Source: an optimization exercise on an open RTL-to-GDS flow (aim: small area, a short achievable clock period and few clock cycles). Production flows keep margins and buffers that such runs may drop.
At most, simulation tests tie the RTL to the original design; equivalence was not proved.
For runs 1 to 3, only the layout was checked, not whether the RTL still works.
Power and IR drop assume default switching activity.

==> design.v <==
`timescale 1ns / 1ps
module powlib_xbar_top(clk,rst,wrdatas,wraddrs,wrvlds,wrrdys,rddatas,rdaddrs,rdvlds,rdrdys);
  localparam                       B_WRS = 4;
  localparam                       B_RDS = 3;
  localparam                       B_AW  = 2;
  localparam                       B_DW  = 8;
  localparam                       B_NP  = B_WRS*(B_WRS-1)/2;
  input     wire                   clk;
  input     wire                   rst;
  input     wire [B_WRS*B_DW-1:0]  wrdatas;
  input     wire [B_WRS*B_AW-1:0]  wraddrs;
  input     wire [B_WRS-1:0]       wrvlds;
  output    wire [B_WRS-1:0]       wrrdys;
  output    wire [B_RDS*B_DW-1:0]  rddatas;
  output    wire [B_RDS*B_AW-1:0]  rdaddrs;
  output    wire [B_RDS-1:0]       rdvlds;
  input     wire [B_RDS-1:0]       rdrdys;
  reg  [B_RDS-1:0]      vld_q;            
  reg  [B_RDS*B_DW-1:0] dat_q;            
  reg                   a0_q;             
  reg  [B_NP-1:0]       pri_q;            
  wire [B_RDS-1:0]      dec [0:B_WRS-1];  
  wire [B_RDS-1:0]      req [0:B_WRS-1];  
  wire [B_RDS-1:0]      nbk [0:B_WRS-1];  
  wire [B_RDS-1:0]      tk  [0:B_WRS-1];  
  wire [B_WRS-1:0]      tkr [0:B_RDS-1];  
  wire [B_RDS-1:0]      acc;              
  wire [B_RDS-1:0]      hold;             
  wire [B_WRS*B_WRS-1:0] pri;
  genvar i, j, k;
  for (k=0; k<B_WRS; k=k+1) begin : g_pk
    for (i=0; i<B_WRS; i=i+1) begin : g_pi
      if (k==i) begin : g_eq
        assign pri[k*B_WRS+i] = 1'b0;
      end else if (k<i) begin : g_lt
        assign pri[k*B_WRS+i] = pri_q[(k*(2*B_WRS-1-k))/2+i-k-1];
      end else begin : g_gt
        assign pri[k*B_WRS+i] = ~pri_q[(i*(2*B_WRS-1-i))/2+k-i-1];
      end
    end
  end
  always @(posedge clk) begin : p_pri
    integer pk, pi;
    for (pk=0; pk<B_WRS; pk=pk+1)
      for (pi=pk+1; pi<B_WRS; pi=pi+1)
        if (rst)
          pri_q[(pk*(2*B_WRS-1-pk))/2+pi-pk-1] <= 1'b1;
        else
          pri_q[(pk*(2*B_WRS-1-pk))/2+pi-pk-1] <= pri[((pk+B_WRS-1)%B_WRS)*B_WRS+((pi+B_WRS-1)%B_WRS)];
  end
  for (j=0; j<B_RDS; j=j+1) begin : g_acc
    assign acc[j]  = ~vld_q[j] | rdrdys[j];
    assign hold[j] = ~acc[j];
  end
  for (i=0; i<B_WRS; i=i+1) begin : g_wr
    powlib_xbar_dec dec_inst (
      .vld(wrvlds[i]),.addr(wraddrs[i*B_AW+:B_AW]),.dec(dec[i]),.req(req[i]));
    for (j=0; j<B_RDS; j=j+1) begin : g_rd
      wire [B_WRS-2:0] oreq;
      wire [B_WRS-2:0] opri;
      for (k=0; k<B_WRS-1; k=k+1) begin : g_o
        assign oreq[k] = req[(i+1+k)%B_WRS][j];
        assign opri[k] = pri[((i+1+k)%B_WRS)*B_WRS+i];
      end
      powlib_xbar_nblk nblk_inst (.req(oreq),.pri(opri),.nblk(nbk[i][j]));
      assign tk[i][j]  = req[i][j] & nbk[i][j] & acc[j];
      assign tkr[j][i] = tk[i][j];
    end
    powlib_xbar_rdy rdy_inst (.dec(dec[i]),.acc(acc),.nblk(nbk[i]),.rdy(wrrdys[i]));
  end
  for (j=0; j<B_RDS; j=j+1) begin : g_rd
    wire [B_DW-1:0] d;
    powlib_xbar_dmux #(.W(B_DW)) dmux_inst (
      .sel({hold[j], tkr[j]}),
      .din({dat_q[j*B_DW+:B_DW], wrdatas}),
      .dout(d));
    always @(posedge clk) begin
      if (rst)
        vld_q[j] <= 1'b0;
      else
        vld_q[j] <= hold[j] | req[0][j] | req[1][j] | req[2][j] | req[3][j];
      dat_q[j*B_DW+:B_DW] <= d;
    end
    assign rddatas[j*B_DW+:B_DW] = dat_q[j*B_DW+:B_DW];
    assign rdvlds[j]             = vld_q[j];
  end
  always @(posedge clk) begin
    a0_q <= (tk[0][2] & wraddrs[0]) | (tk[1][2] & wraddrs[2]) |
            (tk[2][2] & wraddrs[4]) | (tk[3][2] & wraddrs[6]) | (hold[2] & a0_q);
  end
  assign rdaddrs = {1'b0, a0_q, 2'b10, 2'b11};
endmodule
module powlib_xbar_dec(vld,addr,dec,req);
  input  wire       vld;
  input  wire [1:0] addr;
  output wire [2:0] dec;
  output wire [2:0] req;
  assign dec[0] =  addr[1] &  addr[0];
  assign dec[1] =  addr[1] & ~addr[0];
  assign dec[2] = ~addr[1];
  assign req    = {3{vld}} & dec;
endmodule
module powlib_xbar_nblk(req,pri,nblk);
  input  wire [2:0] req;
  input  wire [2:0] pri;
  output wire       nblk;
  assign nblk = ~|(req & pri);
endmodule
module powlib_xbar_rdy(dec,acc,nblk,rdy);
  input  wire [2:0] dec;
  input  wire [2:0] acc;
  input  wire [2:0] nblk;
  output wire       rdy;
  assign rdy = |(dec & acc & nblk);
endmodule
module powlib_xbar_dmux(sel,din,dout);
  parameter                W = 8;
  parameter                N = 5;
  input  wire [N-1:0]      sel;
  input  wire [N*W-1:0]    din;
  output wire [W-1:0]      dout;
  genvar b, n;
  for (b=0; b<W; b=b+1) begin : g_bit
    wire [N-1:0] t;
    for (n=0; n<N; n=n+1) begin : g_word
      assign t[n] = sel[n] & din[n*W+b];
    end
    assign dout[b] = |t;
  end
endmodule
==> flow/run.sh <==
#!/bin/bash
# Standard layout, except that the port buffers are the smallest plain
# buffer (the resizer upsizes the ones on critical paths) instead of the
# delay buffer buffer_ports picks by default.
set -euo pipefail
export BUFFER_PORTS_ARGS="-buffer_cell sky130_fd_sc_hd__buf_1"
bash standard.sh > standard.log 2>&1
==> standard.sh <==
#!/bin/bash
# synth_recipe.tcl (not shown) runs the flow's synth.tcl, then flattens the netlist and writes it again
# the make line also repeats each setting of config.mk as NAME=value (left out here)
make -C /OpenROAD-flow-scripts/flow DESIGN_CONFIG=/design/flow/config.mk WORK_HOME=/design/flow/orfs CLKGATE_MAP_FILE= SYNTH_SCRIPT=/design/flow/synth_recipe.tcl "${@:-finish}"
==> config.mk <==
export PLATFORM = sky130hd
export DESIGN_NAME = powlib_xbar_top
export DESIGN_NICKNAME = powlib_xbar_top
export VERILOG_FILES = /design/flow/design.v
export SDC_FILE = /design/flow/constraint.sdc
export NUM_CORES = 4
export LEC_CHECK = 0
export CAP_MARGIN = 20
export CORE_MARGIN = 2
export CORE_UTILIZATION = 40
export SETUP_SLACK_MARGIN = 1.0
export SLEW_MARGIN = 20
export SYNTH_HIERARCHICAL = 1
export SYNTH_MINIMUM_KEEP_SIZE = 0
==> constraint.sdc <==
create_clock -name core_clock -period 3.6 [get_ports {clk}]
set_input_delay 0.7200 -clock core_clock [delete_from_list [all_inputs] [get_ports {clk}]]
set_output_delay 0.7200 -clock core_clock [all_outputs]
set_load 0.01 [all_outputs]
==> key figures, run 1 <==
Outcome
  • Status: finished clean

Worst setup path
  • Worst EP arrival: approximately 1900 ps
  • Crit. End Element: output pin
  • Required @ worst endpoint: approximately 2900 ps
  • RR Startpoint: pri_q[0]$_SDFF_PP1_
  • Worst setup SP type: primary input
  • Reg2Reg Depth: 6
  • Max FO, Critical Path: 6
  • R2R setup slack: 1760 ps
  • Crit Reg-Reg Endpoint: dat_q[21]$_DFF_P_
  • Crit Path Category: primary input to output pin

STA
  • Final cycle utilization of the critical path: 72.6%
  • Clk_skew: 9.16 ps
  • Max Slew Vio Count: 0
  • Hold WS: 463 ps
  • Final hold violations: 0
  • Final min period: 2620 ps
  • Max frequency: ~0.38 GHz
  • RSZ-0062 raised after global routing: yes
  • Fin Setup TNS: 0 ps
  • Final setup vio count: 0

Global routing
  • GRT Util Overall: 23.8%
  • First-pass GRT wire length: 9.70 mm
  • GRT Residual Overflow: 0
  • Number of global-route vias before repair: 1,907
  • Largest net degree at the start of global routing: 15
  • Initial antenna violation count: 0

Yosys
  • Asr flop ratio synth: 0%
  • Synthesis warning total: 7
  • Synth Cell Area: 0.00192 mm^2
  • Top cell type by total area after synthesis: dfxtp_1
  • Synthesized instance count: around 220
  • Netlist cell types: 21
  • Post-synth EDFFs: 0
  • Post-synthesis mux area share: 0.521%
  • XOR/XNOR share of the synthesized area: 0%
  • Part of the Yosys area used for sequential elements: around 35%
  • Adder-cell share of the synthesized area: 0%
  • Largest family of logic cells by synthesized area: compound AO/OA/AOI/OAI gates
  • Syn avg cell area: 8.69 um^2
  • Main synth FF type: dfxtp_1
  • Post-Synth Simple-Gate Area: approximately 26%
  • Synth top area share: 35.4%
  • Compound-gate portion of the synthesized area: between 20% and 30%
  • Top post-synthesis cells by area: dfxtp_1, a222oi_1, a22oi_1, and3_1, nand2_1
  • Number of synthesized register bits: 34

Floorplan
  • Die height: 73.3 um
  • Site Rows: 25
  • Die Wd: ~73 um
  • DIE AREA: between 0.005 and 0.006 mm^2
  • Core Box Area: 0.00466 mm^2
  • Starting Density: 41.2%
  • IO Pins: 86

Clocking
  • Worst-Skew Late Latency: 280 ps
  • H-tree Lvls: 2
  • Cts hold-fix bufs: 0
  • Cts bufs inserted: 5
  • CTS sink cnt: 34
  • Clk pin slew, worst setup/hold paths: 70 ps
  • CTS tree: yes
  • Clk root buf: clkbuf_8
  • Max Root-Sink Buffers: 2

Placed design
  • Placer Congestion: 0.955
  • Hpwl dp: between 4 and 5 mm
  • Cell Count Post-Placement: 339
  • Post-detailed-placement cell area: 0.00218 mm^2
  • I/O Buffers: 80

Route
  • DRC: 0
  • DRT iter0 DRCs: 418
  • Routed WL: 6.67 mm
  • Top Metal Used: met4
  • Final ANT Viol Nets: 0
  • Drt first pass iters: 10
  • Vias per std cell: ~6.4
  • Wire length on met1: between 2 and 3 mm
  • Met3 WL: 728 um
  • Post-DR wirelength/cell: approximately 19 um
  • Total length of routed met2 wires: approximately 3.1 mm
  • Via count: 2,261

Pwr
  • Leak: 1.10 nW
  • Switching share of power: 29.1%
  • Sw Pwr: 0.000303 W
  • Clock network fraction of design power: roughly a third
  • Sequential share of power: 42.5%
  • Internal power: 0.000739 W
  • Gate power share: 23.2%
  • P per Cell Area: 427 mW/mm^2
  • Peak VDD IR: 0.357 mV

Hold path
  • Worst Hold End: pri_q[2]$_SDFF_PP1_
  • Worst hold path class: register to register
  • HP Start: pri_q[5]$_SDFF_PP1_
  • Hold depth: 1

Layout
  • Final Cell Area: ~0.0024 mm^2
  • Layout fillers: 492
  • Layout cell share with drive strength beyond 1: 13.8%
  • Syn-to-layout area delta: 27.0%
  • Commonest non-fill, non-tap cell in the layout: buf_1
  • Final Instance Count excl. Fillers: 352
  • Commonest cells after routing, fill and taps aside: buf_1, a222oi_1, dfxtp_1, a22oi_1, nand2_1
  • Nets: about 350
  • Ant. Diodes: 0

Flow run
  • Max cap viols: 0
## repair_timing
action / in CTS / in global routing
buffers inserted: 0 / 6
pin swaps: 3 / 21
gates resized for setup: 7 / 46
setup endpoints to repair: 4 / 4
## cells by family (layout without fill, tap and decap cells)
| logic type | count (synthesis) | count (layout) |
|---|---|---|
| buf+inv | 32 | 106 |
| compound gates | 63 | 63 |
| simple gates | 89 | 89 |
| flops | 34 | 34 |
| mux | 1 | 1 |
| other cells | 2 | 5 |
## flip-flops by register name (all words and copies together), names as in the netlist
register and count:
dat_q 24, pri_q 6, vld_q 3, a0_q 1
## how the worst max path moves through the flow
stage | to | start | slack [ps] | depth (start not counted)
final | wrrdys[3] | wrvlds[1] | 980 | 7
after global routing | wrrdys[3] | wrvlds[1] | 940 | 7
after CTS | wrrdys[3] | wraddrs[1] | 1000 | 6
after detailed placement | wrrdys[0] | wraddrs[2] | 950 | 6
after global placement | wrrdys[2] | wraddrs[6] | 900 | 6
after floorplan | wrrdys[3] | wraddrs[1] | 1370 | 4
## power by group through the flow
| stage | Clock [W] | Combinational [W] | Sequential, W |
|---|---|---|---|
| after floorplan | 0 | 0.000120 | 0.000464 |
| after global placement | 0 | 0.000217 | 0.000452 |
| after detailed placement | 0 | 0.000217 | 0.000451 |
| after CTS | 0.000361 | 0.000219 | 0.000442 |
| after global routing | 0.000377 | 0.000264 | 0.000447 |
| final | 0.000357 | 0.000242 | 0.000443 |
## area by class of cell
cell class	count	area (um^2)	share of cell area, %
Sequential cell	34	681	27.9
Clock inverter	1	30.0	1.23
Tap cell	54	67.6	2.77
Inverter	13	48.8	2.00
Timing Repair Buffer	86	425	17.4
Clock buffer	6	82.6	3.38
Multi-Input combinational cell	158	1100	45.3
## cell usage after synthesis (all sizes together) (4+ instances only)
master and number:
a222oi 36, nand4 4, nand2b 6, buf 10, and3 17, nand2 24
clkbuf 9, dfxtp 34, and2 4, and3b 4, nor2b 8, a22oi 24
inv 13, nand3 16
## Yosys stat by module, one instance, submodules excluded, excerpt
module	copies in the design	cells
powlib_xbar_dec	4	6
powlib_xbar_nblk	12	1
powlib_xbar_rdy	4	4
powlib_xbar_top	1	85
## routing by layer
metal	vias to the layer above	GRT usage, %
met5	-	0
met4	0	6.46
met3	15	4.94
met2	163	36.5
met1	1050	34.1
li1	1033	-
## per-stage QoR
stage                     utilization, %  total power [W]  worst slack [ps]
after global placement              46.7         0.000668               905
after detailed placement            46.7         0.000668               951
after floorplan                        -         0.000583              1370
final                               52.3          0.00104               985
after CTS                           49.3          0.00102              1000
after global routing                52.3          0.00109               939
## worst max-delay path, cell delays in order
cell and delay, ps:
buf_1 130, nor2b_1 440, a222oi_1 140, buf_4 180, nand3_1 70, nand3_1 70
buf_2 140
==> run 2: changes to the inputs <==
--- a/config.mk
+++ b/config.mk
@@ -8,7 +8,7 @@
 export CAP_MARGIN = 20
 export CORE_MARGIN = 2
 export CORE_UTILIZATION = 40
-export SETUP_SLACK_MARGIN = 1.0
+export SETUP_SLACK_MARGIN = 1.4
 export SLEW_MARGIN = 20
 export SYNTH_HIERARCHICAL = 1
 export SYNTH_MINIMUM_KEEP_SIZE = 0
==> key figures, run 2 <==
Pwr
  • Internal power: 0.000700 W
  • Clock network fraction of design power: between 20 and 30%
  • Sw Pwr: 0.000325 W
  • Leak: 1.21 nW
  • Peak VDD IR: approximately 0.32 mV
  • Switching share of power: 31.7%
  • Gate power share: 27.4%
  • P per Cell Area: 389 mW/mm^2
  • Sequential share of power: 43.3%

STA
  • Clk_skew: 9.19 ps
  • Final hold violations: 0
  • RSZ-0062 raised after global routing: yes
  • Fin Setup TNS: 0 ps
  • Final min period: 2600 ps
  • Max Slew Vio Count: 0
  • Max frequency: 0.385 GHz
  • Final setup vio count: 0
  • Hold WS: 452 ps
  • Final worst slack: 1000 ps
  • Final cycle utilization of the critical path: between 70 and 80%

Worst setup path
  • Max FO, Critical Path: 5
  • Crit. End Element: output pin
  • CP cell instances: buf_2, and3_4, a222oi_1, nand3_1, nand3_2, buf_6
  • CP max stage cell: a222oi_1
  • Worst setup SP type: primary input
  • Worst EP arrival: 1880 ps
  • CP startpoint: wrvlds[1]
  • Crit path largest cell delay: 500 ps
  • Required @ worst endpoint: 2880 ps
  • Crit Path Category: primary input to output pin
  • RR Startpoint: pri_q[2]$_SDFF_PP1_

Yosys
  • Syn avg cell area: 8.69 um^2
  • Synth Cell Area: 0.00192 mm^2
  • Compound-gate portion of the synthesized area: 28.9%
  • XOR/XNOR share of the synthesized area: 0%
  • Asr flop ratio synth: 0%
  • Most numerous cell in the Yosys netlist: a222oi_1
  • Synth top area share: 35.4%
  • Number of synthesized register bits: 34
  • Post-synth EDFFs: 0
  • Synthesis warning total: 7
  • Main synth FF type: dfxtp_1
  • Top post-synthesis cells by area: dfxtp_1, a222oi_1, a22oi_1, and3_1, nand2_1
  • Post-synthesis mux area share: less than 1%
  • Part of the Yosys area used for sequential elements: 35.4%
  • Most frequent cells after synthesis: a222oi_1, dfxtp_1, a22oi_1, nand2_1, and3_1
  • Post-Synth Simple-Gate Area: 25.7%
  • Top cell type by total area after synthesis: dfxtp_1
  • Largest family of logic cells by synthesized area: compound AO/OA/AOI/OAI gates
  • Adder-cell share of the synthesized area: 0%
  • Synthesized instance count: 221
  • Netlist cell types: 21

Layout
  • Final Cell Area: 0.00264 mm^2
  • Commonest non-fill, non-tap cell in the layout: buf_1
  • Largest reg by FF count: dat_q
  • Ant. Diodes: 0
  • Nets: 360
  • Layout cell share with drive strength beyond 1: 20.2%
  • Commonest cells after routing, fill and taps aside: buf_1, a222oi_1, dfxtp_1, a22oi_1, nand2_1
  • Top Registers: dat_q x24, pri_q x6, vld_q x3
  • Syn-to-layout area delta: 37.3%
  • Largest register FFs: 24

Route
  • DRT iter0 DRCs: 365
  • Vias per std cell: 6.22
  • Via count: 2,277
  • Final ANT Viol Nets: 0
  • Routed WL: 7.01 mm
  • Drt first pass iters: 9
  • DRC: 0
  • Post-DR wirelength/cell: 19.2 um

Clocking
  • CTS tree: yes
  • Clk root buf: clkbuf_8
  • CTS sink cnt: 34
  • Worst-Skew Late Latency: 290 ps
  • Cts bufs inserted: 5
  • Clk pin slew, worst setup/hold paths: ~80 ps
  • Cts hold-fix bufs: 0
  • Max Root-Sink Buffers: 2
  • H-tree Lvls: 2

Placed design
  • DP Worst Slack: 890 ps
  • Hpwl dp: 4.59 mm
  • Placer Congestion: about 0.95
  • I/O Buffers: 80
  • Post-detailed-placement cell area: 0.00224 mm^2

Global routing
  • First-pass GRT wire length: 10.2 mm
  • Largest net degree at the start of global routing: 15
  • GRT Residual Overflow: 0
  • GRT Util Overall: between 20 and 30%
  • Number of global-route vias before repair: between 1,500 and 2,000
  • Initial antenna violation count: 0

Floorplan
  • Die height: about 73 um
  • Starting Density: 41.2%
  • DIE AREA: 0.00537 mm^2
  • Core Box Area: 0.00466 mm^2
  • Site Rows: 25
  • Die Wd: 73.3 um
  • IO Pins: between 80 and 90

Outcome
  • Status: finished clean

Hold path
  • HP Start: pri_q[2]$_SDFF_PP1_
  • Worst hold path class: register to register

Flow run
  • Max cap viols: 0
-- run 2: cells by family (layout without fill, tap and decap cells) --
logic type | Yosys count | count (layout)
compound gates | 63 | 63
buf+inv | 32 | 120
flops | 34 | 34
mux | 1 | 1
other cells | 2 | 5
simple gates | 89 | 89
-- run 2: metrics by stage --
stage	utilization, %	instances	total power, W
after floorplan	-	224	0.000590
after global placement	48.0	339	0.000677
after detailed placement	48.0	339	0.000677
after CTS	53.9	356	0.00100
after global routing	56.6	366	0.00107
final	56.6	366	0.00102
-- run 2: critical path: cells and delay by family --
kind / cells / cell delay, ps
AND/OR/NAND/NOR: 3 / 450
buffers and inverters: 2 / 210
AO/OA/AOI/OAI: 1 / 500
-- run 2: timing repair --
item,4_1_cts,5_1_grt
setup buffers,9,10
setup endpoints to repair,4,12
gates resized for setup,38,16
pin swaps,18,24
-- run 2: worst paths after layout --
check	endpoint	slack, ps	depth (start not counted)
setup / recovery	wrrdys[0]	1000	6
hold / removal	pri_q[0]$_SDFF_PP1_	450	1
setup reg to reg	dat_q[22]$_DFF_P_	1590	11
hold reg to reg	pri_q[0]$_SDFF_PP1_	450	1
-- run 2: power by group through the flow --
stage / clock [W] / sequential, W / combinational, W
global route: 0.000318 / 0.000447 / 0.000305
CTS: 0.000302 / 0.000443 / 0.000256
finish: 0.000301 / 0.000443 / 0.000281
global placement: 0 / 0.000451 / 0.000226
detailed placement: 0 / 0.000451 / 0.000226
floorplan: 0 / 0.000464 / 0.000126
-- run 2: final cells by class --
class                           count  area, um^2
Fill cell                         455        2020
Multi-Input combinational cell    158        1150
Sequential cell                    34         681
Timing Repair Buffer               99         591
Clock buffer                        6        82.6
Tap cell                           54        67.6
Inverter                           13        48.8
Clock inverter                      2        12.5
-- run 2: per-layer routing --
metal / wire length [um] / up-vias / track usage [%]
li1: - / 1057 / -
met1: 2790 / 1039 / 34.9
met2: 3280 / 160 / 38.0
met3: 783 / 21 / 7.00
met4: 153 / 0 / 10.1
met5: 0 / - / 0
-- run 2: per-module statistics from Yosys, one instance, submodules excluded, a selection --
| module | cell area, um^2 | cells inside |
|---|---|---|
| powlib_xbar_dec | 37.5 | 6 |
| powlib_xbar_nblk | 10.0 | 1 |
| powlib_xbar_rdy | 20.0 | 4 |
| powlib_xbar_top | 992 | 85 |
==> run 3: changes to the inputs <==
--- a/config.mk
+++ b/config.mk
@@ -8,7 +8,7 @@
 export CAP_MARGIN = 20
 export CORE_MARGIN = 2
 export CORE_UTILIZATION = 40
-export SETUP_SLACK_MARGIN = 1.4
+export SETUP_SLACK_MARGIN = 1.8
 export SLEW_MARGIN = 20
 export SYNTH_HIERARCHICAL = 1
 export SYNTH_MINIMUM_KEEP_SIZE = 0
==> key figures, run 3 <==
Outcome
  • Status: finished clean

Clocking
  • Max Root-Sink Buffers: 2
  • H-tree Lvls: 2
  • Worst-Skew Late Latency: ~290 ps
  • CTS sink cnt: 34
  • Clk root buf: clkbuf_8
  • CTS tree: yes
  • Clk pin slew, worst setup/hold paths: 60 ps
  • Cts bufs inserted: 5

Yosys
  • Part of the Yosys area used for sequential elements: 35.4%
  • Synthesized instance count: 221
  • Synthesis warning total: 7
  • Most numerous cell in the Yosys netlist: a222oi_1
  • Number of synthesized register bits: 34
  • Most frequent cells after synthesis: a222oi_1, dfxtp_1, a22oi_1, nand2_1, and3_1
  • Netlist cell types: 21
  • Top post-synthesis cells by area: dfxtp_1, a222oi_1, a22oi_1, and3_1, nand2_1
  • Asr flop ratio synth: 0%
  • Synth top area share: approximately 35%
  • Synth Cell Area: approximately 0.0019 mm^2
  • Syn avg cell area: 8.69 um^2
  • Main synth FF type: dfxtp_1
  • Post-synth EDFFs: 0
  • Top cell type by total area after synthesis: dfxtp_1

Worst setup path
  • Crit. End Element: output pin
  • Required @ worst endpoint: 2880 ps
  • CP Buf/Inv Count: 2
  • Max FO, Critical Path: 6
  • Crit Path Category: primary input to output pin
  • Worst EP arrival: 1900 ps
  • Crit-path leading delay family: simple AND/OR/NAND/NOR gates
  • CP cell instances: buf_8, and3b_2, a222oi_1, nand3_1, nand3_2, buf_6
  • Crit path largest cell delay: about 470 ps
  • Worst setup SP type: primary input
  • CP max stage cell: a222oi_1

Pwr
  • Leak: 1.13 nW
  • Sw Pwr: 0.000315 W
  • Gate power share: about a quarter
  • Switching share of power: 31.5%
  • Internal power: 0.000687 W
  • Clock network fraction of design power: 29.6%
  • Peak VDD IR: ~0.21 mV
  • Sequential share of power: 44.1%
  • Total Power: 0.00100 W
  • P per Cell Area: 393 mW/mm^2

Layout
  • Commonest non-fill, non-tap cell in the layout: buf_1
  • Largest register FFs: 24
  • Commonest cells after routing, fill and taps aside: buf_1, a222oi_1, dfxtp_1, a22oi_1, nand2_1
  • Syn-to-layout area delta: 32.9%
  • Ant. Diodes: 0
  • Layout fillers: 465
  • Sequential cell area: 681 um^2
  • Nets: 347
  • Final Cell Area: 0.00255 mm^2
  • Largest reg by FF count: dat_q
  • Layout cell share with drive strength beyond 1: between 20 and 25%
  • Top Registers: dat_q x24, pri_q x6, vld_q x3
  • Fin util: 54.8%
  • Multi-input logic area: 0.00119 mm^2

Global routing
  • Initial antenna violation count: 0
  • First-pass GRT wire length: around 10 mm
  • Largest net degree at the start of global routing: 15
  • GRT Util Overall: 25.5%
  • GRT Residual Overflow: 0
  • Number of global-route vias before repair: ~2,000

Route
  • Drt first pass iters: 7
  • Final ANT Viol Nets: 0
  • Routed WL: 6.87 mm
  • DRT iter0 DRCs: 278
  • DRC: 0
  • Vias per std cell: 6.34
  • Post-DR wirelength/cell: between 15 and 20 um
  • Via count: 2,237

Placed design
  • Hpwl dp: 4.62 mm
  • Placer Congestion: 0.898
  • Post-detailed-placement cell area: 0.00224 mm^2
  • I/O Buffers: 80
  • DP Worst Slack: 894 ps

STA
  • Final cycle utilization of the critical path: 72.7%
  • Slew HR: 63.8%
  • Final worst slack: between 900 and 1000 ps
  • Max frequency: 0.382 GHz
  • Fin Setup TNS: 0 ps
  • Final min period: between 2000 and 3000 ps
  • Clk_skew: 6.99 ps
  • Final hold violations: 0
  • Final setup vio count: 0
  • Worst slew pin tran: 542 ps
  • RSZ-0062 raised after global routing: yes
  • Max Slew Vio Count: 0

Flow run
  • Max cap viols: 0

Floorplan
  • Die height: 73.3 um
  • Core Box Area: between 0.004 and 0.005 mm^2
  • IO Pins: 86
  • Die Wd: 73.3 um
  • DIE AREA: 0.00537 mm^2
  • Site Rows: 25
  • Starting Density: 41.2%

Hold path
  • Worst hold path class: register to register
==> run 3: final timing paths <==
kind / from / depth (start not counted) / slack (ps) / end
max: wraddrs[7] / 6 / 980 / wrrdys[2]
max reg2reg: pri_q[0]$_SDFF_PP1_ / 5 / 1880 / dat_q[23]$_DFF_P_
min: pri_q[5]$_SDFF_PP1_ / 1 / 450 / pri_q[2]$_SDFF_PP1_
min reg2reg: pri_q[5]$_SDFF_PP1_ / 1 / 450 / pri_q[2]$_SDFF_PP1_
==> run 3: cell type report <==
cell class                 count  area share [%]
multi-input combinational    158            46.7
tap                           54            2.65
clock buffer                   7            3.38
sequential                    34            26.7
clock inverter                 1           0.196
inverter                      13            1.91
timing repair buffer          86            18.5
==> run 3: logic make-up after synthesis <==
kind of cell	count (synthesis)	share of synthesized area, %
AO/OA/AOI/OAI	63	28.9
buffers and inverters	32	8.99
flip-flops	34	35.4
multiplexers	1	0.521
other	2	0.391
AND/OR/NAND/NOR	89	25.7
==> run 3: stage by stage <==
step,hold slack (ps),instances
finish,448,353
floorplan,406,224
detailed placement,432,339
global route,466,353
CTS,446,351
global placement,429,339
==> run 3: per-module statistics from Yosys (local to each module, per instance), excerpt <==
module            times used  cells inside  area, um^2
powlib_xbar_top            1            85         992
powlib_xbar_dec            4             6        37.5
powlib_xbar_rdy            4             4        20.0
powlib_xbar_nblk          12             1        10.0
==> run 3: per-layer routing <==
metal  vias up  track usage (%)  wire length, um
met4         0             9.70              108
li1       1030                -                -
met2       154             41.2             3150
met3        12             5.49              762
met5         -                0                0
met1      1041             33.4             2850
==> run 3: what timing repair did <==
item,in CTS,in global routing
pin swaps,21,16
endpoints found under the setup margin,28,28
hold buffers,0,0
hold endpoints to repair,0,0
resized for setup,60,5
setup buffers,4,2
==> run 3: power groups by stage <==
stage	logic (W)	registers (W)	clock network [W]
6_report	0.000264	0.000442	0.000296
5_1_grt	0.000287	0.000445	0.000311
4_1_cts	0.000255	0.000441	0.000295
3_5_place_dp	0.000227	0.000449	0
3_3_place_gp	0.000225	0.000450	0
2_1_floorplan	0.000128	0.000464	0
==> run 4: changes to the inputs <==
--- a/design.v
+++ b/design.v
@@ -19,9 +19,7 @@
   reg  [B_RDS*B_DW-1:0] dat_q;            
   reg                   a0_q;             
   reg  [B_NP-1:0]       pri_q;            
-  wire [B_RDS-1:0]      dec [0:B_WRS-1];  
   wire [B_RDS-1:0]      req [0:B_WRS-1];  
-  wire [B_RDS-1:0]      nbk [0:B_WRS-1];  
   wire [B_RDS-1:0]      tk  [0:B_WRS-1];  
   wire [B_WRS-1:0]      tkr [0:B_RDS-1];  
   wire [B_RDS-1:0]      acc;              
@@ -52,21 +50,24 @@
     assign acc[j]  = ~vld_q[j] | rdrdys[j];
     assign hold[j] = ~acc[j];
   end
+  wire [B_RDS-1:0]      t   [0:B_WRS-1];
   for (i=0; i<B_WRS; i=i+1) begin : g_wr
-    powlib_xbar_dec dec_inst (
-      .vld(wrvlds[i]),.addr(wraddrs[i*B_AW+:B_AW]),.dec(dec[i]),.req(req[i]));
     for (j=0; j<B_RDS; j=j+1) begin : g_rd
-      wire [B_WRS-2:0] oreq;
-      wire [B_WRS-2:0] opri;
+      wire             x;
+      wire [B_WRS-2:0] m;
+      powlib_xbar_xterm #(.J(j)) xterm_inst (
+        .addr(wraddrs[i*B_AW+:B_AW]),.acc(acc[j]),.x(x));
       for (k=0; k<B_WRS-1; k=k+1) begin : g_o
-        assign oreq[k] = req[(i+1+k)%B_WRS][j];
-        assign opri[k] = pri[((i+1+k)%B_WRS)*B_WRS+i];
+        powlib_xbar_bterm #(.J(j)) bterm_inst (
+          .vld(wrvlds[(i+1+k)%B_WRS]),.addr(wraddrs[((i+1+k)%B_WRS)*B_AW+:B_AW]),
+          .pri(pri[((i+1+k)%B_WRS)*B_WRS+i]),.m(m[k]));
       end
-      powlib_xbar_nblk nblk_inst (.req(oreq),.pri(opri),.nblk(nbk[i][j]));
-      assign tk[i][j]  = req[i][j] & nbk[i][j] & acc[j];
+      powlib_xbar_rterm rterm_inst (.x(x),.m(m),.t(t[i][j]));
+      assign req[i][j] = wrvlds[i] & x;
+      assign tk[i][j]  = wrvlds[i] & ~t[i][j];
       assign tkr[j][i] = tk[i][j];
     end
-    powlib_xbar_rdy rdy_inst (.dec(dec[i]),.acc(acc),.nblk(nbk[i]),.rdy(wrrdys[i]));
+    assign wrrdys[i] = ~&t[i];
   end
   for (j=0; j<B_RDS; j=j+1) begin : g_rd
     wire [B_DW-1:0] d;
@@ -90,28 +91,32 @@
   end
   assign rdaddrs = {1'b0, a0_q, 2'b10, 2'b11};
 endmodule
-module powlib_xbar_dec(vld,addr,dec,req);
+module powlib_xbar_xterm(addr,acc,x);
+  parameter         J = 0;
+  input  wire [1:0] addr;
+  input  wire       acc;
+  output wire       x;
+  wire              dec = (J==0) ? ( addr[1] &  addr[0]) :
+                          (J==1) ? ( addr[1] & ~addr[0]) :
+                                   (~addr[1]);
+  assign x = dec & acc;
+endmodule
+module powlib_xbar_bterm(vld,addr,pri,m);
+  parameter         J = 0;
   input  wire       vld;
   input  wire [1:0] addr;
-  output wire [2:0] dec;
-  output wire [2:0] req;
-  assign dec[0] =  addr[1] &  addr[0];
-  assign dec[1] =  addr[1] & ~addr[0];
-  assign dec[2] = ~addr[1];
-  assign req    = {3{vld}} & dec;
+  input  wire       pri;
+  output wire       m;
+  wire              dec = (J==0) ? ( addr[1] &  addr[0]) :
+                          (J==1) ? ( addr[1] & ~addr[0]) :
+                                   (~addr[1]);
+  assign m = ~(vld & dec & pri);
 endmodule
-module powlib_xbar_nblk(req,pri,nblk);
-  input  wire [2:0] req;
-  input  wire [2:0] pri;
-  output wire       nblk;
-  assign nblk = ~|(req & pri);
-endmodule
-module powlib_xbar_rdy(dec,acc,nblk,rdy);
-  input  wire [2:0] dec;
-  input  wire [2:0] acc;
-  input  wire [2:0] nblk;
-  output wire       rdy;
-  assign rdy = |(dec & acc & nblk);
+module powlib_xbar_rterm(x,m,t);
+  input  wire       x;
+  input  wire [2:0] m;
+  output wire       t;
+  assign t = ~(x & (&m));
 endmodule
 module powlib_xbar_dmux(sel,din,dout);
   parameter                W = 8;
--- a/config.mk
+++ b/config.mk
@@ -8,7 +8,7 @@
 export CAP_MARGIN = 20
 export CORE_MARGIN = 2
 export CORE_UTILIZATION = 40
-export SETUP_SLACK_MARGIN = 1.8
+export SETUP_SLACK_MARGIN = 1.7
 export SLEW_MARGIN = 20
 export SYNTH_HIERARCHICAL = 1
 export SYNTH_MINIMUM_KEEP_SIZE = 0
==> key figures, run 4 <==
Hold path
  • Worst hold path class: register to register
  • HP Start: pri_q[5]$_SDFF_PP1_
  • Hold depth: 1
  • Worst Hold End: pri_q[2]$_SDFF_PP1_

Layout
  • Nets: 379
  • Commonest cells after routing, fill and taps aside: buf_1, dfxtp_1, buf_4
  • Syn-to-layout area delta: 39.1%
  • Multi-input logic area: 0.00137 mm^2
  • Layout fillers: about 480
  • Largest reg by FF count: dat_q
  • Sequential cell area: 681 um^2
  • Top Registers: dat_q x24, pri_q x6, vld_q x3
  • Layout cell share with drive strength beyond 1: 25.1%
  • Largest register FFs: 24
  • Commonest non-fill, non-tap cell in the layout: buf_1
  • Ant. Diodes: 0

STA
  • Final min period: 2260 ps
  • Fin Setup TNS: 0 ps
  • Max frequency: 0.443 GHz
  • Worst slew pin tran: 494 ps
  • Final hold violations: 0
  • Max Slew Vio Count: 0
  • RSZ-0062 raised after global routing: yes
  • Slew HR: 66.9%
  • Clk_skew: 10.4 ps
  • Final cycle utilization of the critical path: 62.8%
  • Final setup vio count: 0

Worst setup path
  • Crit Path Category: primary input to output pin
  • Required @ worst endpoint: roughly 2900 ps
  • Max FO, Critical Path: 5
  • Worst setup SP type: primary input
  • CP Buf/Inv Count: 2
  • Crit-path leading delay family: simple AND/OR/NAND/NOR gates
  • Worst EP arrival: 1540 ps
  • Crit path largest cell delay: 210 ps
  • Crit. End Element: output pin
  • CP cell instances: buf_1, nand2b_4, and3b_2, nand4_1, nand3_2, buf_6
  • CP max stage cell: and3b_2
  • RR Startpoint: pri_q[3]$_SDFF_PP1_
  • R2R setup slack: 1870 ps
  • Reg2Reg Depth: 9
  • Crit Reg-Reg Endpoint: dat_q[9]$_DFF_P_

Yosys
  • Synthesized instance count: ~230
  • Top cell type by total area after synthesis: dfxtp_1
  • Syn avg cell area: 8.83 um^2
  • Netlist cell types: 22
  • Asr flop ratio synth: 0%
  • Number of synthesized register bits: 34
  • Main synth FF type: dfxtp_1
  • Most numerous cell in the Yosys netlist: dfxtp_1
  • Synthesis warning total: 7
  • Post-synth EDFFs: 0
  • Synth top area share: 33.2%
  • Most frequent cells after synthesis: dfxtp_1, a22oi_1, a222oi_1, nand2_1, nand4_1
  • Part of the Yosys area used for sequential elements: 33.2%
  • Top post-synthesis cells by area: dfxtp_1, a222oi_1, a22oi_1, nand4_1, nand4b_1
  • Synth Cell Area: 0.00205 mm^2

Route
  • Routed WL: 7.55 mm
  • Post-DR wirelength/cell: around 19 um
  • Drt first pass iters: 5
  • DRC: 0
  • Final ANT Viol Nets: 0
  • Via count: 2,406
  • Vias per std cell: 6.00
  • DRT iter0 DRCs: approximately 260

Clocking
  • Worst-Skew Late Latency: around 290 ps
  • Max Root-Sink Buffers: 2
  • CTS tree: yes
  • Cts hold-fix bufs: 0
  • Clk pin slew, worst setup/hold paths: 70 ps
  • CTS sink cnt: 34
  • Cts bufs inserted: 5
  • Clk root buf: clkbuf_8
  • H-tree Lvls: 2

Floorplan
  • Site Rows: 26
  • Starting Density: 40.9%
  • IO Pins: 86
  • Die height: 75.6 um
  • DIE AREA: 0.00571 mm^2
  • Core Box Area: 0.00501 mm^2
  • Die Wd: 75.6 um

Pwr
  • P per Cell Area: approximately 370 mW/mm^2
  • Switching share of power: 32.8%
  • Clock network fraction of design power: approximately 29%
  • Leak: around 1.2 nW
  • Sequential share of power: 42.4%
  • Gate power share: 28.8%
  • Sw Pwr: 0.000344 W
  • Total Power: roughly 0.0011 W
  • Internal power: 0.000707 W
  • Peak VDD IR: between 0.15 and 0.2 mV

Outcome
  • Status: finished clean

Global routing
  • Number of global-route vias before repair: between 2,000 and 2,500
  • GRT Util Overall: about a quarter
  • First-pass GRT wire length: 10.8 mm
  • GRT Residual Overflow: 0
  • Initial antenna violation count: 0
  • Largest net degree at the start of global routing: 16

Placed design
  • Hpwl dp: 4.93 mm
  • Placer Congestion: 0.866
  • I/O Buffers: 80

Flow run
  • Max cap viols: 0
==> run 4: cell count changes in the layout (fill, tap and decap cells not counted), sizes merged, moves of 12 or more <==
| cell | before | now |
|---|---|---|
| nand4 | 4 | 24 |
| buf | 85 | 104 |
| and3 | 17 | 4 |
| nand3 | 16 | 4 |
| nand3b | 0 | 12 |
| nand4b | 0 | 12 |
==> run 4: kinds of logic (layout without fill, tap and decap cells) <==
kind of cell / Yosys count / in the layout / synth area share, %
AND/OR/NAND/NOR: 110 / 110 / 34.8
flip-flops: 34 / 34 / 33.2
AO/OA/AOI/OAI: 59 / 59 / 24.5
buffers and inverters: 27 / 123 / 7.14
other: 2 / 5 / 0.366
==> run 4: timing repair <==
action,4_1_cts,5_1_grt
hold endpoints to repair,0,0
endpoints found under the setup margin,29,22
setup buffers,13,13
gates resized for setup,41,21
pin swaps,4,13
==> run 4: how the worst max path moves through the flow <==
stage | start | to | slack [ps] | cells after the start
after global routing | rdrdys[1] | wrrdys[2] | 1290 | 6
after CTS | rdrdys[1] | wrrdys[3] | 1350 | 6
after floorplan | rdrdys[2] | wrrdys[0] | 1630 | 5
after detailed placement | wraddrs[3] | dat_q[5]$_DFF_P_ | 1000 | 6
final | rdrdys[1] | wrrdys[2] | 1340 | 6
after global placement | wraddrs[5] | wrrdys[2] | 1010 | 5
==> run 4: power by group through the flow <==
stage / clock network [W] / registers, W / logic, W
finish: 0.000303 / 0.000445 / 0.000303
global route: 0.000326 / 0.000450 / 0.000329
global placement: 0 / 0.000454 / 0.000240
detailed placement: 0 / 0.000453 / 0.000241
floorplan: 0 / 0.000465 / 0.000126
CTS: 0.000305 / 0.000445 / 0.000274
==> run 4: cell type report <==
type / count / share of cell area (%)
Clock inverter: 2 / 0.439
Inverter: 9 / 1.18
Sequential cell: 34 / 23.9
Timing Repair Buffer: 106 / 20.6
Tap cell: 70 / 3.07
Multi-Input combinational cell: 174 / 47.9
Clock buffer: 6 / 2.90
==> run 4: per-stage QoR <==
stage                     cell area, um^2  hold slack (ps)  cells  setup slack, ps  util (%)
after global placement               2380              431    367             1010      47.5
after CTS                            2680              464    388             1350      53.4
after detailed placement             2380              440    367              998      47.5
after global routing                 2850              493    401             1290      56.9
after floorplan                      2100              408    235             1630         -
final                                2850              457    401             1340      56.9
==> run 4: metal layers <==
metal  up-vias  track usage (%)  wire, um
li1       1130                -         -
met1      1141             36.2      3330
met2       120             38.8      3550
met3        15             4.10       550
met4         0             7.99       125
met5         -                0         0
==> run 4: Yosys stat by module (local to each module, per instance), a selection <==
module | flops+latches | copies in the design | area [um^2]
powlib_xbar_top | 34 | 1 | 1010
powlib_xbar_rterm | 0 | 12 | 6.26
Testbench counts of run 4, summed over its fixed seeds: cycles 4,878.
==> run 5: changes to the inputs <==
--- a/config.mk
+++ b/config.mk
@@ -8,7 +8,7 @@
 export CAP_MARGIN = 20
 export CORE_MARGIN = 2
 export CORE_UTILIZATION = 40
-export SETUP_SLACK_MARGIN = 1.7
+export SETUP_SLACK_MARGIN = 2.0
 export SLEW_MARGIN = 20
 export SYNTH_HIERARCHICAL = 1
 export SYNTH_MINIMUM_KEEP_SIZE = 0
==> key figures, run 5 <==
Outcome
  • Status: finished clean

Yosys
  • Most frequent cells after synthesis: dfxtp_1, a22oi_1, a222oi_1, nand2_1, nand4_1
  • Syn avg cell area: 8.83 um^2
  • Top cell type by total area after synthesis: dfxtp_1
  • Synth top area share: around a third
  • Top post-synthesis cells by area: dfxtp_1, a222oi_1, a22oi_1, nand4_1, nand4b_1
  • Synth Cell Area: 0.00205 mm^2
  • XOR/XNOR share of the synthesized area: 0%
  • Adder-cell share of the synthesized area: 0%
  • Largest family of logic cells by synthesized area: simple AND/OR/NAND/NOR gates
  • Main synth FF type: dfxtp_1
  • Asr flop ratio synth: 0%
  • Number of synthesized register bits: 34
  • Synthesized instance count: approximately 230
  • Post-synth EDFFs: 0
  • Netlist cell types: 22
  • Post-synthesis mux area share: 0%
  • Synthesis warning total: 7
  • Most numerous cell in the Yosys netlist: dfxtp_1
  • Compound-gate portion of the synthesized area: 24.5%
  • Part of the Yosys area used for sequential elements: 33.2%
  • Post-Synth Simple-Gate Area: 34.8%

Placed design
  • I/O Buffers: 80
  • Placer Congestion: 0.886
  • DP Worst Slack: roughly 1100 ps
  • Hpwl dp: between 4 and 5 mm

Layout
  • Ant. Diodes: 0
  • Largest register FFs: 24
  • Commonest non-fill, non-tap cell in the layout: buf_1
  • Commonest cells after routing, fill and taps aside: buf_1, dfxtp_1, a222oi_1, nand2_1
  • Nets: 377
  • Layout cell share with drive strength beyond 1: 24.4%
  • Syn-to-layout area delta: 39.8%
  • Top Registers: dat_q x24, pri_q x6, vld_q x3
  • Largest reg by FF count: dat_q

Flow run
  • Max cap viols: 0

Route
  • Total length of routed met2 wires: 3.64 mm
  • Via count: 2,528
  • Final ANT Viol Nets: 0
  • Routed WL: around 7.7 mm
  • Vias per std cell: 6.35
  • Drt first pass iters: 8
  • Met3 WL: 786 um
  • Post-DR wirelength/cell: 19.4 um
  • Wire length on met1: around 3.1 mm
  • DRT iter0 DRCs: 327
  • Top Metal Used: met4
  • DRC: 0

Worst setup path
  • CP cell instances: buf_2, and3_1, nand4_1, nand3_2, buf_6
  • Crit Path Category: primary input to output pin
  • Crit path largest cell delay: 220 ps
  • Worst setup SP type: primary input
  • Max FO, Critical Path: 9
  • Worst EP arrival: 1510 ps
  • CP Buf/Inv Count: 2
  • R2R setup slack: between 1500 and 2000 ps
  • Crit. End Element: output pin
  • Required @ worst endpoint: roughly 2900 ps
  • Crit-path leading delay family: simple AND/OR/NAND/NOR gates
  • CP max stage cell: and3_1

Global routing
  • GRT Util Overall: 26.2%
  • Number of global-route vias before repair: around 2,200
  • Initial antenna violation count: 0
  • Largest net degree at the start of global routing: 17
  • First-pass GRT wire length: 11.1 mm
  • GRT Residual Overflow: 0

Pwr
  • Sw Pwr: 0.000342 W
  • Leak: about 1.2 nW
  • Peak VDD IR: 0.184 mV
  • P per Cell Area: 359 mW/mm^2
  • Gate power share: a little under a third
  • Clock network fraction of design power: 26.3%
  • Internal power: 0.000688 W
  • Sequential share of power: 43.3%
  • Switching share of power: 33.2%

STA
  • Final worst slack: 1370 ps
  • Worst slew pin tran: 895 ps
  • Fin Setup TNS: 0 ps
  • Final min period: 2230 ps
  • Slew HR: 40.2%
  • Final cycle utilization of the critical path: 62.0%
  • Final setup vio count: 0
  • Max frequency: around 0.45 GHz
  • Final hold violations: 0
  • Clk_skew: 6.94 ps
  • RSZ-0062 raised after global routing: yes
  • Max Slew Vio Count: 0

Hold path
  • Worst hold path class: register to register

Clocking
  • Max Root-Sink Buffers: 2
  • H-tree Lvls: 2
  • Clk pin slew, worst setup/hold paths: 70 ps
  • CTS sink cnt: 34
  • Cts bufs inserted: 5
  • Worst-Skew Late Latency: about 290 ps
  • Clk root buf: clkbuf_8
  • CTS tree: yes

Floorplan
  • Site Rows: 26
  • Core Box Area: 0.00501 mm^2
  • DIE AREA: 0.00571 mm^2
  • IO Pins: 86
  • Die height: 75.6 um
  • Starting Density: between 40% and 50%
  • Die Wd: 75.6 um
## run 5: cell counts after synthesis
No cell type changed its count.
## run 5: repair_timing
action | in CTS | in global routing
endpoints found under the setup margin | 30 | 30
cloned | 1 | 0
resized for setup | 43 | 17
pin swaps | 5 | 9
hold buffers | 0 | 0
buffers inserted | 17 | 6
## run 5: modules after synthesis (local to each module, per instance), excerpt
| module | flops+latches | cell area [um^2] | copies in the design | cells inside |
|---|---|---|---|---|
| powlib_xbar_top | 34 | 1010 | 1 | 88 |
| powlib_xbar_rterm | 0 | 6.26 | 12 | 1 |
## run 5: final timing paths
path | depth (start not counted) | endpoint | startpoint
worst min-delay path | 1 | pri_q[0]$_SDFF_PP1_ | pri_q[2]$_SDFF_PP1_
worst max register to register | 9 | dat_q[17]$_DFF_P_ | pri_q[5]$_SDFF_PP1_
worst min register to register | 1 | pri_q[0]$_SDFF_PP1_ | pri_q[2]$_SDFF_PP1_
worst max-delay path | 5 | wrrdys[0] | wraddrs[0]
## run 5: cells by family after synthesis
| logic type | after synthesis |
|---|---|
| AO/OA/AOI/OAI | 59 |
| buffers and inverters | 27 |
| flip-flops | 34 |
| other | 2 |
| AND/OR/NAND/NOR | 110 |
## run 5: per-layer routing
| layer | vias up | global-route usage, % |
|---|---|---|
| li1 | 1124 | - |
| met1 | 1217 | 35.4 |
| met2 | 161 | 41.2 |
| met3 | 26 | 5.82 |
| met4 | 0 | 9.75 |
| met5 | - | 0 |
## run 5: final cells by class
cell class,instances,area [um^2]
clock buffer,5,68.8
tap,70,87.6
timing repair buffer,103,602
sequential,34,681
inverter,9,33.8
multi-input combinational,175,1380
fill,491,2140
clock inverter,2,10.0
## run 5: worst register-to-register path: stages (launching register included)
cell and delay (ps):
dfxtp_1 430, inv_1 110, nand3b_1 120, nand4_1 160, buf_4 170, buf_4 120
buf_4 120, nor2b_2 420, a22oi_1 170, nand2_1 120
## run 5: stage by stage
stage                     area (um^2)  instances  hold WS (ps)  total power (W)  utilization [%]
after floorplan                  2110        235           408         0.000592                -
after global placement           2390        367           446         0.000695             47.7
after detailed placement         2390        367           446         0.000695             47.7
after CTS                        2720        392           463          0.00101             54.3
after global routing             2870        398           489          0.00108             57.2
final                            2870        398           464          0.00103             57.2
## run 5: power groups by stage
stage	clock (W)	combinational (W)	sequential [W]
finish	0.000271	0.000313	0.000446
global placement	0	0.000241	0.000453
CTS	0.000278	0.000285	0.000445
global route	0.000291	0.000338	0.000450
floorplan	0	0.000127	0.000465
detailed placement	0	0.000242	0.000453
==> run 6: changes to the inputs <==
--- a/config.mk
+++ b/config.mk
@@ -8,7 +8,7 @@
 export CAP_MARGIN = 20
 export CORE_MARGIN = 2
 export CORE_UTILIZATION = 40
-export SETUP_SLACK_MARGIN = 2.0
+export SETUP_SLACK_MARGIN = 1.4
 export SLEW_MARGIN = 20
 export SYNTH_HIERARCHICAL = 1
 export SYNTH_MINIMUM_KEEP_SIZE = 0
==> key figures, run 6 <==
Global routing
  • Largest net degree at the start of global routing: 16
  • GRT Util Overall: 24.3%
  • GRT Residual Overflow: 0
  • Initial antenna violation count: 0
  • Number of global-route vias before repair: 2,033
  • First-pass GRT wire length: 10.4 mm

Flow run
  • Max cap viols: 0

Worst setup path
  • Required @ worst endpoint: 2880 ps
  • Worst EP arrival: 1540 ps
  • Crit-path leading delay family: simple AND/OR/NAND/NOR gates
  • CP cell instances: buf_1, nor2b_1, buf_4, inv_4, nor2b_4, nand4_1, nand3_1, buf_2
  • CP Buf/Inv Count: 4
  • Crit. End Element: output pin
  • CP max stage cell: nor2b_4
  • Worst setup SP type: primary input
  • Crit Path Category: primary input to output pin
  • CP startpoint: rdrdys[2]
  • RR Startpoint: vld_q[2]$_SDFF_PP0_
  • Max FO, Critical Path: 4
  • Crit path largest cell delay: 150 ps

Yosys
  • Top post-synthesis cells by area: dfxtp_1, a222oi_1, a22oi_1, nand4_1, nand4b_1
  • Post-synth EDFFs: 0
  • XOR/XNOR share of the synthesized area: 0%
  • Asr flop ratio synth: 0%
  • Adder-cell share of the synthesized area: 0%
  • Post-synthesis mux area share: 0%
  • Most numerous cell in the Yosys netlist: dfxtp_1
  • Largest family of logic cells by synthesized area: simple AND/OR/NAND/NOR gates
  • Synthesis warning total: 7
  • Number of synthesized register bits: 34
  • Synth top area share: 33.2%
  • Netlist cell types: 22
  • Synth Cell Area: ~0.0020 mm^2
  • Top cell type by total area after synthesis: dfxtp_1
  • Part of the Yosys area used for sequential elements: 33.2%
  • Main synth FF type: dfxtp_1
  • Compound-gate portion of the synthesized area: 24.5%
  • Synthesized instance count: 232
  • Syn avg cell area: about 8.8 um^2
  • Post-Synth Simple-Gate Area: around a third
  • Most frequent cells after synthesis: dfxtp_1, a22oi_1, a222oi_1, nand2_1, nand4_1

Hold path
  • Worst hold path class: register to register
  • HP Start: pri_q[4]$_SDFF_PP1_

Layout
  • Syn-to-layout area delta: 25.2%
  • Layout cell share with drive strength beyond 1: roughly 14%
  • Top Registers: dat_q x24, pri_q x6, vld_q x3
  • Final Cell Area: 0.00256 mm^2
  • Largest register FFs: 24
  • Commonest cells after routing, fill and taps aside: buf_1, dfxtp_1, a22oi_1, a222oi_1, nand2_1
  • Commonest non-fill, non-tap cell in the layout: buf_1
  • Final Instance Count excl. Fillers: 384
  • Largest reg by FF count: dat_q
  • Layout fillers: 496
  • Nets: 362
  • Ant. Diodes: 0

Floorplan
  • Die Wd: around 76 um
  • Core Box Area: 0.00501 mm^2
  • DIE AREA: 0.00571 mm^2
  • Starting Density: between 40% and 50%
  • IO Pins: 86
  • Site Rows: 26
  • Die height: around 76 um

STA
  • Final min period: 2260 ps
  • Final cycle utilization of the critical path: 62.7%
  • Slew HR: 45.6%
  • Fin Setup TNS: 0 ps
  • Final setup vio count: 0
  • Max frequency: 0.443 GHz
  • Final hold violations: 0
  • RSZ-0062 raised after global routing: yes
  • Clk_skew: 3.99 ps
  • Max Slew Vio Count: 0
  • Worst slew pin tran: 815 ps

Route
  • Met3 WL: 722 um
  • Post-DR wirelength/cell: between 15 and 20 um
  • Total length of routed met2 wires: 3.35 mm
  • Drt first pass iters: 6
  • Wire length on met1: between 2 and 3 mm
  • Routed WL: 7.10 mm
  • Final ANT Viol Nets: 0
  • Via count: 2,361
  • Vias per std cell: 6.15
  • DRC: 0
  • DRT iter0 DRCs: 329
  • Top Metal Used: met4

Placed design
  • Placer Congestion: approximately 0.88
  • Post-detailed-placement cell area: 0.00234 mm^2
  • Cell Count Post-Placement: ~370
  • Hpwl dp: between 4 and 5 mm
  • I/O Buffers: 80

Pwr
  • Leak: 1.04 nW
  • Peak VDD IR: 0.141 mV
  • P per Cell Area: 390 mW/mm^2

Clocking
  • Max Root-Sink Buffers: 2
  • Worst-Skew Late Latency: 280 ps
  • Clk pin slew, worst setup/hold paths: 70 ps
  • Clk root buf: clkbuf_8
  • H-tree Lvls: 2
  • Cts bufs inserted: 5
  • CTS tree: yes
  • CTS sink cnt: 34

Outcome
  • Status: finished clean
run 6: cell families (layout without fill, tap and decap cells):
kind of cell / after synthesis / count (layout)
compound gates: 59 / 59
simple gates: 110 / 110
buf+inv: 27 / 106
flops: 34 / 34
other cells: 2 / 5
run 6: worst paths after layout:
path	endpoint	slack, ps	cells past startpoint
worst max-delay path	wrrdys[3]	1340	8
worst min-delay path	pri_q[1]$_SDFF_PP1_	450	1
worst max register to register	dat_q[16]$_DFF_P_	1630	9
worst min register to register	pri_q[1]$_SDFF_PP1_	450	1
run 6: area by class of cell:
class / instances / area [um^2] / area share (%)
repair buffers: 89 / 403 / 15.7
flip-flops and latches: 34 / 681 / 26.5
multi-input cells: 174 / 1260 / 49.2
inverters: 9 / 36.3 / 1.41
clock buffers: 6 / 82.6 / 3.22
well taps: 70 / 87.6 / 3.41
clock inverters: 2 / 12.5 / 0.488
run 6: through the flow:
stage / hold WS (ps) / setup slack, ps / total power [W] / util (%)
detailed placement: 432 / 1030 / 0.000687 / 46.8
global route: 467 / 1310 / 0.00106 / 51.2
floorplan: 408 / 1460 / 0.000586 / -
finish: 447 / 1340 / 0.00100 / 51.2
CTS: 451 / 1290 / 0.00100 / 50.2
global placement: 432 / 1020 / 0.000687 / 46.8
run 6: repair_timing:
action,in CTS,in global routing
resized for setup,25,9
hold endpoints to repair,0,0
buffers inserted,4,4
hold buffers,0,0
pin swaps,8,4
setup endpoints to repair,25,4
run 6: where the power goes:
group,internal [W],switching (W)
sequential,0.000418,0.0000265
clock,0.000154,0.000145
combinational,0.000105,0.000153
total,0.000676,0.000324
run 6: metal layers:
metal	track usage (%)	vias up
met1	33.6	1119
met3	4.63	4
met2	38.3	146
met5	0	-
met4	7.99	0
li1	-	1092
run 6: per-module statistics from Yosys (local to each module, per instance), a selection:
module             flops+latches  times used  cells
powlib_xbar_rterm              0          12      1
powlib_xbar_top               34           1     88
==> run 7: changes to the inputs <==
--- a/config.mk
+++ b/config.mk
@@ -8,6 +8,9 @@
 export CAP_MARGIN = 20
 export CORE_MARGIN = 2
 export CORE_UTILIZATION = 40
+export CTS_BUF_LIST = sky130_fd_sc_hd__clkbuf_4
+export CTS_CLUSTER_DIAMETER = 100
+export CTS_CLUSTER_SIZE = 40
 export SETUP_SLACK_MARGIN = 1.4
 export SLEW_MARGIN = 20
 export SYNTH_HIERARCHICAL = 1
==> key figures, run 7 <==
Outcome
  • Status: finished clean

Yosys
  • Asr flop ratio synth: 0%
  • Syn avg cell area: about 8.8 um^2
  • Netlist cell types: 22
  • Top cell type by total area after synthesis: dfxtp_1
  • Number of synthesized register bits: 34
  • Most frequent cells after synthesis: dfxtp_1, a22oi_1, a222oi_1, nand2_1, nand4_1
  • Part of the Yosys area used for sequential elements: 33.2%
  • Post-synth EDFFs: 0
  • Synth Cell Area: 0.00205 mm^2
  • Main synth FF type: dfxtp_1
  • Synth top area share: between 30% and 40%
  • Most numerous cell in the Yosys netlist: dfxtp_1
  • Synthesis warning total: 7
  • Synthesized instance count: 232
  • Top post-synthesis cells by area: dfxtp_1, a222oi_1, a22oi_1, nand4_1, nand4b_1

Placed design
  • I/O Buffers: 80
  • Placer Congestion: 0.882
  • Post-detailed-placement cell area: 0.00234 mm^2
  • Cell Count Post-Placement: about 370
  • Hpwl dp: 4.92 mm

Route
  • Via count: 2,413
  • Final ANT Viol Nets: 0
  • DRC: 0
  • Vias per std cell: ~6.3
  • DRT iter0 DRCs: 337
  • Routed WL: 7.09 mm
  • Post-DR wirelength/cell: 18.5 um
  • Drt first pass iters: 8

Layout
  • Ant. Diodes: 0
  • Commonest non-fill, non-tap cell in the layout: buf_1
  • Largest reg by FF count: dat_q
  • Top Registers: dat_q x24, pri_q x6, vld_q x3
  • Final Cell Area: 0.00255 mm^2
  • Layout fillers: 505
  • Layout cell share with drive strength beyond 1: 14.6%
  • Syn-to-layout area delta: 24.2%
  • Fin util: 50.8%
  • Final Instance Count excl. Fillers: roughly 380
  • Commonest cells after routing, fill and taps aside: buf_1, dfxtp_1, a22oi_1, a222oi_1, nand2_1
  • Nets: 362
  • Largest register FFs: 24

STA
  • Final setup vio count: 0
  • RSZ-0062 raised after global routing: yes
  • Clk_skew: 5.90 ps
  • Max Slew Vio Count: 0
  • Final cycle utilization of the critical path: 62.0%
  • Fin Setup TNS: 0 ps
  • Final min period: ~2200 ps
  • Max frequency: approximately 0.45 GHz
  • Final hold violations: 0
  • Worst slew pin tran: 890 ps
  • Slew HR: between 40% and 50%

Hold path
  • HP Start: pri_q[4]$_SDFF_PP1_
  • Worst hold path class: register to register
  • Hold depth: 1
  • Worst Hold End: pri_q[1]$_SDFF_PP1_

Floorplan
  • Die Wd: 75.6 um
  • Die height: 75.6 um
  • DIE AREA: about 0.0057 mm^2
  • IO Pins: 86
  • Site Rows: 26
  • Core Box Area: ~0.0050 mm^2
  • Starting Density: 40.9%

Global routing
  • Number of global-route vias before repair: between 2,000 and 2,500
  • GRT Util Overall: between 20 and 25%
  • First-pass GRT wire length: 10.4 mm
  • GRT Residual Overflow: 0
  • Initial antenna violation count: 0
  • Largest net degree at the start of global routing: 16

Pwr
  • Peak VDD IR: 0.140 mV
  • Leak: 1.03 nW
  • P per Cell Area: 360 mW/mm^2

Worst setup path
  • Worst setup SP type: primary input
  • Required @ worst endpoint: between 2000 and 3000 ps
  • Reg2Reg Depth: 9
  • Crit Path Category: primary input to output pin
  • RR Startpoint: vld_q[2]$_SDFF_PP0_
  • Worst EP arrival: 1510 ps
  • Crit Reg-Reg Endpoint: dat_q[22]$_DFF_P_
  • R2R setup slack: about 1500 ps
  • Crit. End Element: output pin
  • Max FO, Critical Path: 4

Clocking
  • CTS sink cnt: 34
  • Cts bufs inserted: 5
  • Clk pin slew, worst setup/hold paths: 110 ps
  • CTS tree: yes
  • Worst-Skew Late Latency: 340 ps
  • H-tree Lvls: 2
  • Max Root-Sink Buffers: 2
  • Clk root buf: clkbuf_4

Flow run
  • Max cap viols: 0
-- run 7: changes by cell type in the layout (fill, tap and decap cells not counted), sizes merged --
cell    previous run  this run
buf               86        85
clkinv             1         2
-- run 7: repair_timing --
item / 4_1_cts / 5_1_grt
buffers inserted: 4 / 4
setup endpoints to repair: 5 / 8
cloned: 0 / 0
pin swaps: 8 / 8
resized for setup: 24 / 17
hold buffers: 0 / 0
-- run 7: cell families after synthesis --
family,Yosys count,synth area share [%]
buf+inv,27,7.14
flops,34,33.2
compound gates,59,24.5
other cells,2,0.366
simple gates,110,34.8
-- run 7: area by class of cell --
class / instances / area, um^2 / share of cell area, %
timing repair buffer: 89 / 419 / 16.5
sequential: 34 / 682 / 26.8
tap: 70 / 87.6 / 3.44
multi-input combinational: 174 / 1270 / 49.8
inverter: 9 / 36.3 / 1.43
clock inverter: 3 / 16.3 / 0.639
clock buffer: 5 / 37.5 / 1.47
-- run 7: critical path, stage by stage --
cell	delay, ps
buf_6	70
nor2b_4	30
buf_6	110
inv_4	50
nor2b_4	160
nand4_1	120
nand3_1	110
buf_2	130
-- run 7: where the power goes --
group	leakage, nW	switching (W)	internal (W)	total, W
Clock	0.0286	0.000139	0.0000726	0.000212
Combinational	0.722	0.000153	0.000107	0.000260
Sequential	0.283	0.0000265	0.000418	0.000444
Total	1.03	0.000319	0.000598	0.000917
-- run 7: worst max-delay path by stage --
| stage | start | end | slack (ps) | cells after the start |
|---|---|---|---|---|
| floorplan | rdrdys[2] | wrrdys[0] | 1460 | 5 |
| global placement | wraddrs[5] | wrrdys[2] | 1020 | 5 |
| detailed placement | wraddrs[7] | dat_q[6]$_DFF_P_ | 1030 | 6 |
| CTS | rdrdys[2] | wrrdys[0] | 1290 | 8 |
| global route | vld_q[2]$_SDFF_PP0_ | wrrdys[3] | 1320 | 7 |
| finish | rdrdys[2] | wrrdys[3] | 1370 | 8 |
-- run 7: Yosys stat by module (local to each module, per instance), excerpt --
module | flops+latches | cell area (um^2) | cells inside | copies in the design
powlib_xbar_top | 34 | 1010 | 88 | 1
powlib_xbar_rterm | 0 | 6.26 | 1 | 12
-- run 7: through the flow --
step | power [W] | hold slack (ps) | setup slack [ps]
after detailed placement | 0.000687 | 432 | 1030
after global placement | 0.000687 | 432 | 1020
final | 0.000917 | 460 | 1370
after CTS | 0.000913 | 460 | 1290
after floorplan | 0.000586 | 408 | 1460
after global routing | 0.000971 | 476 | 1320
-- run 7: per-layer routing --
metal / wire length, um / track usage, % / vias up
met4: 71 / 8.97 / 0
li1: - / - / 1096
met1: 3040 / 33.6 / 1155
met3: 657 / 4.23 / 9
met5: 0 / 0 / -
met2: 3320 / 38.0 / 153
==> run 8: changes to the inputs <==
--- a/config.mk
+++ b/config.mk
@@ -7,7 +7,7 @@
 export LEC_CHECK = 0
 export CAP_MARGIN = 20
 export CORE_MARGIN = 2
-export CORE_UTILIZATION = 40
+export CORE_UTILIZATION = 55
 export CTS_BUF_LIST = sky130_fd_sc_hd__clkbuf_4
 export CTS_CLUSTER_DIAMETER = 100
 export CTS_CLUSTER_SIZE = 40
==> key figures, run 8 <==
Worst setup path
  • Crit. End Element: output pin
  • Worst setup SP type: primary input
  • Crit path largest cell delay: 160 ps
  • Worst EP arrival: 1590 ps
  • Max FO, Critical Path: 4
  • Crit Path Category: primary input to output pin
  • Crit-path leading delay family: simple AND/OR/NAND/NOR gates
  • CP max stage cell: nand4_1
  • CP Buf/Inv Count: 4

Hold path
  • Worst hold path class: register to register

Layout
  • Layout cell share with drive strength beyond 1: ~14%
  • Commonest non-fill, non-tap cell in the layout: buf_1
  • Commonest cells after routing, fill and taps aside: buf_1, dfxtp_1, a22oi_1, a222oi_1, nand2_1
  • Largest register FFs: 24
  • Final Instance Count excl. Fillers: between 300 and 400
  • Top Registers: dat_q x24, pri_q x6, vld_q x3
  • Layout fillers: 322
  • Syn-to-layout area delta: 22.1%

STA
  • Clk_skew: 18.6 ps
  • Hold WS: between 400 and 500 ps
  • Slew HR: 45.1%
  • Worst slew pin tran: 822 ps
  • Final setup vio count: 0
  • Fin Setup TNS: 0 ps
  • RSZ-0062 raised after global routing: yes
  • Final worst slack: 1290 ps

Pwr
  • Total Power: between 0.0009 and 0.001 W
  • Peak VDD IR: between 0.2 and 0.25 mV
  • P per Cell Area: 364 mW/mm^2
  • Leak: 1.04 nW

Clocking
  • Clk root buf: clkbuf_4
  • CTS sink cnt: 34
  • CTS tree: yes
  • Cts hold-fix bufs: 0
  • Max Root-Sink Buffers: 2
  • Cts bufs inserted: 5

Outcome
  • Status: finished clean

Route
  • Final ANT Viol Nets: 0
  • Drt first pass iters: 6
  • Routed WL: 6.81 mm
  • Post-DR wirelength/cell: approximately 19 um
  • DRC: 0
  • DRT iter0 DRCs: ~440

Yosys
  • Part of the Yosys area used for sequential elements: roughly a third
  • Most frequent cells after synthesis: dfxtp_1, a22oi_1, a222oi_1, nand2_1, nand4_1
  • Asr flop ratio synth: 0%
  • Synthesis warning total: 7
  • Synth top area share: 33.2%
  • Main synth FF type: dfxtp_1
  • Post-synth EDFFs: 0
  • Top cell type by total area after synthesis: dfxtp_1
  • Most numerous cell in the Yosys netlist: dfxtp_1
  • Netlist cell types: 22
  • Syn avg cell area: 8.83 um^2
  • Top post-synthesis cells by area: dfxtp_1, a222oi_1, a22oi_1, nand4_1, nand4b_1

Global routing
  • First-pass GRT wire length: 10.7 mm
  • GRT Residual Overflow: 0
  • GRT Util Overall: 32.8%

Placed design
  • DP Worst Slack: 1080 ps
  • Placer Congestion: just over 0.9
  • Hpwl dp: 4.53 mm
  • Cell Count Post-Placement: 346
  • I/O Buffers: 80

Floorplan
  • Starting Density: a little under three fifths
  • Core Box Area: 0.00363 mm^2
  • IO Pins: 86
  • DIE AREA: 0.00423 mm^2
  • Site Rows: 22
  • Die Wd: between 60 and 70 um
  • Die height: 65.0 um

Flow run
  • Max cap viols: 0
run 8: cell counts after synthesis:
Identical to the previous run, type by type.
run 8: cell families after synthesis:
logic type / Yosys count / share of synthesized area (%)
and+or+nand+nor: 110 / 34.8
buffers and inverters: 27 / 7.14
AOI/OAI and AO/OA: 59 / 24.5
DFF: 34 / 33.2
other: 2 / 0.366
run 8: repair_timing:
action / in CTS / in global routing
setup endpoints to repair: 4 / 14
buffers inserted: 7 / 4
gates resized for setup: 25 / 2
pin swaps: 9 / 6
run 8: worst paths after layout:
kind	startpoint	end	slack, ps	cells past startpoint
worst min-delay path	dat_q[15]$_DFF_P_	dat_q[15]$_DFF_P_	480	2
worst max register to register	vld_q[2]$_SDFF_PP0_	dat_q[16]$_DFF_P_	1510	10
worst min register to register	dat_q[15]$_DFF_P_	dat_q[15]$_DFF_P_	480	2
worst max-delay path	rdrdys[2]	wrrdys[0]	1290	8
run 8: tightest hold or removal path: stages, from the launching register on:
cell      delay, ps
dfxtp_1         340
a222oi_1         60
nand2_1          50
run 8: stage by stage:
stage | cell area [um^2] | utilization (%)
floorplan | 2060 | -
global placement | 2320 | 63.7
detailed placement | 2320 | 63.7
CTS | 2470 | 67.9
global route | 2500 | 68.9
finish | 2500 | 68.9
run 8: metal layers:
layer / routed length, um / track usage, %
met1: 2690 / 45.0
met5: 0 / 0
met2: 2980 / 50.8
met4: 282 / 13.8
met3: 853 / 5.73
run 8: Yosys stat by module, one instance, submodules excluded, a selection:
module             cell area [um^2]  times used  flops+latches  cells inside
powlib_xbar_top                1010           1             34            88
powlib_xbar_rterm              6.26          12              0             1
run 8: area by class of cell:
class	instances	area [um^2]	share of cell area (%)
clock buffers	5	37.5	1.50
clock inverters	3	16.3	0.650
inverters	9	36.3	1.45
multi-input cells	174	1250	50.0
flip-flops and latches	34	681	27.2
well taps	48	60.1	2.40
repair buffers	92	419	16.8
run 8: report_power, final:
group	leakage, nW	internal [W]	switching (W)
sequential	0.283	0.000418	0.0000275
clock	0.0286	0.0000726	0.000135
combinational	0.727	0.000105	0.000154

Check on run 8: ideal ports give 1.286 ns setup slack; a clkbuf_16 on the clock port and buf_2 on the inputs give 1.262 ns; moving port delays by the midpoint clock arrival (0.355 ns) as well gives 1.079 ns.
